This design comes from an exercise in tuning for small area on the open sky130 flow, not from production work.
Where RTL was checked, it was by simulation tests only, not by an equivalence proof against the original.
No activity file was given, so power comes from the tool's default toggle rates.

==> 04-24 <==
==> flow/design.v (excerpt) <==
module iic #(
    parameter CLK_MAIN = 50000000,
    parameter SCL_DIV = 800000,
    parameter MAX_IIC_SEND_BYTE = 2
)(
    input  wire clk,
    input  wire rst_n,
    input  wire iic_start,
    input  wire iic_read_now,
    input  wire [15:0] iic_send_cnt,
    input  wire [15:0] iic_read_cnt,
    input  wire [MAX_IIC_SEND_BYTE * 8 - 1 : 0] iic_cmd_pack,
    output reg iic_data_valid,
    output reg [7:0] iic_data,
    input wire iic_error_reset,
    output reg iic_error,
    output wire scl,
    output wire sda_oe,
    output wire sda_out,
    input  wire sda_in,
    input  wire [6:0] slave_address
);
    localparam [63:0] PHASE_INC_WIDE = (64'd1 << 32) * SCL_DIV / CLK_MAIN;
    localparam [29:0] INC = PHASE_INC_WIDE[31:2];
    localparam [3:0] IDLE    = 4'b0000,
                     R_ACK   = 4'b0001,
                     READ    = 4'b0010,
                     START   = 4'b1000,
                     SEND    = 4'b1001,
                     RESTART = 4'b1010,
                     W_ACK   = 4'b1011,
                     STOP    = 4'b1100,
                     STOP2   = 4'b1101;    
    reg [3:0] state;
  ...
==> module iic, before the edit <==
module iic #(
    parameter CLK_MAIN = 50000000,
    parameter SCL_DIV = 800000,
    parameter MAX_IIC_SEND_BYTE = 2
)(
    input  wire clk,
    input  wire rst_n,
    input  wire iic_start,
    input  wire iic_read_now,
    input  wire [15:0] iic_send_cnt,
    input  wire [15:0] iic_read_cnt,
    input  wire [MAX_IIC_SEND_BYTE * 8 - 1 : 0] iic_cmd_pack,
    output reg iic_data_valid,
    output reg [7:0] iic_data,
    input wire iic_error_reset,
    output reg iic_error,
    output wire scl,
    output wire sda_oe,
    output wire sda_out,
    input  wire sda_in,
    input  wire [6:0] slave_address
);
    localparam [63:0] PHASE_INC_WIDE = (64'd1 << 32) * SCL_DIV / CLK_MAIN;
    localparam [29:0] INC = PHASE_INC_WIDE[31:2];
    localparam [3:0] IDLE    = 4'b0000,
                     R_ACK   = 4'b0001,
                     READ    = 4'b0010,
                     START   = 4'b1000,
                     SEND    = 4'b1001,
                     RESTART = 4'b1010,
                     W_ACK   = 4'b1011,
                     STOP    = 4'b1100,
                     STOP2   = 4'b1101;    
    reg [3:0] state;
    wire run = (state != IDLE) && (state != STOP2);
    reg  [29:0] acc;
    wire [30:0] acc_c;
    wire [29:0] acc_s;
    assign acc_c[0] = 1'b0;
    genvar gi;
    generate
        for (gi = 0; gi < 30; gi = gi + 1) begin : g_acc
            if (INC[gi]) begin : g_one
                assign acc_s[gi] = ~(acc[gi] ^ acc_c[gi]);
                assign acc_c[gi+1] = acc[gi] | acc_c[gi];
            end else begin : g_zero
                assign acc_s[gi] = acc[gi] ^ acc_c[gi];
                assign acc_c[gi+1] = acc[gi] & acc_c[gi];
            end
        end
    endgenerate
    wire [30:0] next_acc = {acc_c[30], acc_s};
    wire tick = next_acc[30];
    always @(posedge clk)
        acc <= run ? next_acc[29:0] : 30'd0;
    reg qt;
    always @(posedge clk)
        qt <= run & ~acc[29] & next_acc[29];
    reg scl_shadow;
    always @(posedge clk or negedge rst_n)
        if (!rst_n) scl_shadow <= 1'b1;
        else if (tick) scl_shadow <= ~scl_shadow;
    assign scl = scl_shadow;
    wire qh = qt & scl_shadow;
    wire ql = qt & ~scl_shadow;
    reg [7:0]  data_shift;
    reg [2:0]  bit_cnt;
    reg [15:0] var_read_cnt;
    reg [1:0]  sendc;        
    reg        read_now;
    reg        restart_once;
    reg        sda_shadow;
    assign sda_oe = state[3];
    assign sda_out = sda_shadow;
    wire [16:0] rcnt_b;
    wire [15:0] rcnt_dec;
    assign rcnt_b[0] = 1'b1;
    generate
        for (gi = 0; gi < 16; gi = gi + 1) begin : g_rc
            assign rcnt_dec[gi] = var_read_cnt[gi] ^ rcnt_b[gi];
            assign rcnt_b[gi+1] = ~var_read_cnt[gi] & rcnt_b[gi];
        end
    endgenerate
    wire rcnt_zero = rcnt_b[16];
    wire bit_last = (bit_cnt == 3'd0);
    always @(posedge clk)
        if (state != SEND && state != READ)
            bit_cnt <= 3'd7;
        else if (ql)
            bit_cnt <= {bit_cnt[2] ^ (bit_cnt[1:0] == 2'b00), bit_cnt[1] ^ ~bit_cnt[0], ~bit_cnt[0]};
    always @(posedge clk) begin
        if (state == IDLE) begin
            read_now     <= iic_read_now;
            var_read_cnt <= iic_read_cnt;
            sendc        <= iic_send_cnt[0] ? 2'd2 : 2'd1;
        end
        if (state == IDLE || state == STOP2)
            restart_once <= 1'b0;
        if (state == RESTART)
            restart_once <= 1'b1;
        if ((state == START && qh))
            data_shift <= {slave_address, 1'b0};
        if ((state == RESTART && qh))
            data_shift <= {slave_address, 1'b1};
        if (state == R_ACK && qh && !sda_in && sendc != 2'd0)
            data_shift <= (sendc == 2'd3) ? iic_cmd_pack[15:8] : iic_cmd_pack[7:0];
        if (state == R_ACK && ql && !iic_error && sendc != 2'd0)
            sendc <= (sendc == 2'd2) ? 2'd3 : 2'd0;
        if (state == W_ACK && ql)
            var_read_cnt <= rcnt_dec;
    end
    always @(posedge clk or negedge rst_n) begin
        if (!rst_n) begin
            state <= IDLE;
            sda_shadow <= 1'b1;
            iic_data_valid <= 1'b0;
            iic_data <= 8'd0;
            iic_error <= 1'b0;
        end else begin
            iic_data_valid <= (state == W_ACK) && qh;
            case (state)
                IDLE:
                    if (iic_error) begin
                        if (iic_error_reset) iic_error <= 1'b0;
                    end else if (iic_start)
                        state <= START;
                START: begin
                    if (qh) sda_shadow <= 1'b0;
                    if (ql) state <= SEND;
                end
                SEND: begin
                    sda_shadow <= data_shift[bit_cnt];
                    if (ql && bit_last) state <= R_ACK;
                end
                R_ACK: begin
                    if (qh) begin
                        if (sda_in) begin
                            iic_error <= 1'b1;
                            sda_shadow <= 1'b0;
                        end else if (sendc == 2'd0) begin
                            if (!read_now) sda_shadow <= 1'b0;
                            else if (!restart_once) sda_shadow <= 1'b1;
                        end
                    end
                    if (ql) begin
                        if (iic_error) state <= STOP;
                        else if (sendc != 2'd0) state <= SEND;
                        else if (!read_now) state <= STOP;
                        else if (restart_once) state <= READ;
                        else state <= RESTART;
                    end
                end
                READ: begin
                    if (qh) iic_data[bit_cnt] <= sda_in;
                    if (ql) begin
                        if (bit_last) begin
                            state <= W_ACK;
                            sda_shadow <= rcnt_zero;
                        end
                    end
                end
                W_ACK:
                    if (ql) begin
                        if (rcnt_zero) begin
                            sda_shadow <= 1'b0;
                            state <= STOP;
                        end else
                            state <= READ;
                    end
                RESTART: begin
                    if (qh) sda_shadow <= 1'b0;
                    if (ql) state <= SEND;
                end
                STOP:
                    if (qh) begin
                        sda_shadow <= 1'b1;
                        state <= STOP2;
                    end
                STOP2:
                    state <= IDLE;
                default: state <= IDLE;
            endcase
        end
    end
endmodule
export LEC_CHECK = 0
export CAP_MARGIN = 20
export CORE_MARGIN = 2
export CORE_UTILIZATION = 40
export SLEW_MARGIN = 20
create_clock -name core_clock -period 20.0 [get_ports {clk}]
standard.sh (not shown) runs the stock make flow with config.mk's settings and CLKGATE_MAP_FILE= SYNTH_SCRIPT=/design/flow/synth_recipe.tcl, a recipe that flattens the netlist after the stock synthesis.
==> flow/flow/run.sh <==
#!/bin/bash
# Own layout flow: the standard synthesis, then the combinational logic re-mapped
# with a stronger ABC script (registers untouched), then the standard ORFS layout
# with the port buffers made of the smallest buffer.
set -euo pipefail
W=$(pwd)
R=$W/orfs/results/$FLOW_PLATFORM/iic/base
LIB=$FLOW_HOME/platforms/$FLOW_PLATFORM/lib/sky130_fd_sc_hd__tt_025C_1v80.lib
YOSYS=yosys
[ -x "$FLOW_HOME/../tools/install/yosys/bin/yosys" ] && YOSYS=$FLOW_HOME/../tools/install/yosys/bin/yosys

bash standard.sh "$R/1_2_yosys.v" > synth_standard.log 2>&1
cp "$R/1_2_yosys.v" "$W/1_2_yosys_standard.v"

sed -e "s|@LIB@|$LIB|g" -e "s|@IN@|$W/1_2_yosys_standard.v|g" -e "s|@TOP@|$FLOW_TOP|g" \
    -e "s|@ABC@|$W/flow/reopt.abc|g" -e "s|@STAT@|$W/reopt_stat.txt|g" -e "s|@OUT@|$W/1_2_yosys_reopt.v|g" \
    flow/reopt.ys > reopt_run.ys
"$YOSYS" -s reopt_run.ys > reopt.log 2>&1
cp "$W/1_2_yosys_reopt.v" "$R/1_2_yosys.v"

bash standard.sh BUFFER_PORTS_ARGS="-buffer_cell sky130_fd_sc_hd__buf_1" finish > layout.log 2>&1
==> flow/flow/reopt.abc <==
strash
&get -n
&deepsyn -T 60
&put
strash
&get -n
&dch -f
&nf -R 1000
&put
topo
==> flow/flow/reopt.ys <==
# Re-map the combinational logic of the standard synthesis netlist with a stronger
# ABC script. Registers (cell instances, names and types) are left untouched.
read_liberty -ignore_miss_func @LIB@
read_verilog @IN@
hierarchy -top @TOP@
setattr -mod -set keep_hierarchy 1 sky130_fd_sc_hd__df* sky130_fd_sc_hd__edf* sky130_fd_sc_hd__sdf* sky130_fd_sc_hd__dl*
flatten
opt_clean -purge
opt
abc -script @ABC@ -liberty @LIB@ -dont_use *probe* -dont_use *lpflow* -dont_use *clkbuf* -dont_use *clkinv* -dont_use *clkdly* -dont_use *dlygate* -dont_use *dlymetal*
opt_clean -purge
setundef -zero
splitnets
opt_clean -purge
hilomap -singleton -hicell sky130_fd_sc_hd__conb_1 HI -locell sky130_fd_sc_hd__conb_1 LO
select @TOP@
tee -o @STAT@ stat -liberty @LIB@
write_verilog -noattr -nohex -nodec -selected @OUT@
==> inputs of 11-21, as changes to 04-24 <==
--- a/flow/design.v
+++ b/flow/design.v
@@ -22,15 +22,15 @@
 );
     localparam [63:0] PHASE_INC_WIDE = (64'd1 << 32) * SCL_DIV / CLK_MAIN;
     localparam [29:0] INC = PHASE_INC_WIDE[31:2];
-    localparam [3:0] IDLE    = 4'b0000,
-                     R_ACK   = 4'b0001,
-                     READ    = 4'b0010,
-                     START   = 4'b1000,
-                     SEND    = 4'b1001,
-                     RESTART = 4'b1010,
-                     W_ACK   = 4'b1011,
-                     STOP    = 4'b1100,
-                     STOP2   = 4'b1101;    
+    localparam [3:0] IDLE    = 4'd0,
+                     START   = 4'd1,
+                     SEND    = 4'd2,
+                     R_ACK   = 4'd3,
+                     READ    = 4'd4,
+                     W_ACK   = 4'd5,
+                     RESTART = 4'd6,
+                     STOP    = 4'd7,
+                     STOP2   = 4'd8;    
     reg [3:0] state;
     wire run = (state != IDLE) && (state != STOP2);
     reg  [29:0] acc;
@@ -70,7 +70,8 @@
     reg        read_now;
     reg        restart_once;
     reg        sda_shadow;
-    assign sda_oe = state[3];
+    assign sda_oe = (state == START) || (state == SEND) || (state == STOP) ||
+                    (state == STOP2) || (state == RESTART) || (state == W_ACK);
     assign sda_out = sda_shadow;
     wire [16:0] rcnt_b;
     wire [15:0] rcnt_dec;
@@ -82,12 +83,6 @@
         end
     endgenerate
     wire rcnt_zero = rcnt_b[16];
-    wire bit_last = (bit_cnt == 3'd0);
-    always @(posedge clk)
-        if (state != SEND && state != READ)
-            bit_cnt <= 3'd7;
-        else if (ql)
-            bit_cnt <= {bit_cnt[2] ^ (bit_cnt[1:0] == 2'b00), bit_cnt[1] ^ ~bit_cnt[0], ~bit_cnt[0]};
     always @(posedge clk) begin
         if (state == IDLE) begin
             read_now     <= iic_read_now;
@@ -113,6 +108,7 @@
         if (!rst_n) begin
             state <= IDLE;
             sda_shadow <= 1'b1;
+            bit_cnt <= 3'd0;
             iic_data_valid <= 1'b0;
             iic_data <= 8'd0;
             iic_error <= 1'b0;
@@ -129,8 +125,11 @@
                     if (ql) state <= SEND;
                 end
                 SEND: begin
-                    sda_shadow <= data_shift[bit_cnt];
-                    if (ql && bit_last) state <= R_ACK;
+                    sda_shadow <= data_shift[~bit_cnt];
+                    if (ql) begin
+                        bit_cnt <= bit_cnt + 3'd1;
+                        if (bit_cnt == 3'd7) state <= R_ACK;
+                    end
                 end
                 R_ACK: begin
                     if (qh) begin
@@ -151,9 +150,10 @@
                     end
                 end
                 READ: begin
-                    if (qh) iic_data[bit_cnt] <= sda_in;
+                    if (qh) iic_data[~bit_cnt] <= sda_in;
                     if (ql) begin
-                        if (bit_last) begin
+                        bit_cnt <= bit_cnt + 3'd1;
+                        if (bit_cnt == 3'd7) begin
                             state <= W_ACK;
                             sda_shadow <= rcnt_zero;
                         end
==> flow/run.sh (new file) <==
#!/bin/bash
# synth_recipe.tcl (not shown) runs the flow's synth.tcl, then flattens the netlist and writes it again
# the make line also repeats each setting of config.mk as NAME=value (left out here)
make -C /OpenROAD-flow-scripts/flow DESIGN_CONFIG=/design/flow/config.mk WORK_HOME=/design/flow/orfs CLKGATE_MAP_FILE= SYNTH_SCRIPT=/design/flow/synth_recipe.tcl finish
removed: flow/flow/run.sh
removed: flow/flow/reopt.abc
removed: flow/flow/reopt.ys
removed: flow/standard.sh
==> comparison table <==
Post-layout net count: 04-24 492; 11-21 557
Tightest hold margin: 04-24 442 ps; 11-21 426 ps
Power density of the placed cells: 04-24 71.7 nW/um^2; 11-21 112 nW/um^2
Via count of the first global-routing pass: 04-24 2689; 11-21 2759
Number of inserted filler cells in the final layout: 04-24 834; 11-21 973
Comb_multi_in: 04-24 277; 11-21 251
Result of the run: 04-24 no timing/DRC/antenna violations; 11-21 no timing/DRC/antenna violations
Worst endpoint required time: 04-24 20100 ps; 11-21 16000 ps
Metal1 wirelength: 04-24 3160 um; 11-21 3580 um
Clock group power: 04-24 0.000116 W; 11-21 0.000106 W
Gate power share: 04-24 2.4%; 11-21 34.4%
Internal Power: 04-24 0.000227 W; 11-21 0.000361 W
Number of cells in the finished layout apart from fillers: 04-24 541; 11-21 585
Met2 usage in global routing: 04-24 25.9%; 11-21 21.5%
Final instance area: 04-24 4000 sq um; 11-21 4900 sq um
Sequential cell area in the final layout: 04-24 1910 sq um; 11-21 1930 sq um
The RTL of 11-21 was laid out without a check of its function.

-- static timing again, ports no longer ideal --
The results above use ideal ports. As a check the final layouts listed here were re-extracted and re-timed, cells and wires unchanged. Step 1 assumes that a clkbuf_16 drives the clock port and a buf_2 every other input. Step 2 also shifts input and output timing later by t, the mid clock arrival at the registers, as if the neighbouring blocks saw the same clock. Three values: no drivers, after step 1, after step 2; two values: the first two.
| run | shift t [ns] | slack for setup (ns) | hold slack, ns | worst data-port slew with drivers (ns) |
|---|---|---|---|---|
| 04-24 | 0.371 | 14.718 / 14.729 / 14.357 | 0.442 / 0.442 / 0.442 | 0.03 |
| 11-21 | 0.376 | 13.434 / 13.404 / 13.780 | 0.426 / 0.426 / 0.426 | 0.04 |
After both steps every run listed still meets setup and hold. The setup slack of 04-24, which loses most, moves by +0.011 ns with the drivers and by -0.361 ns with both steps.
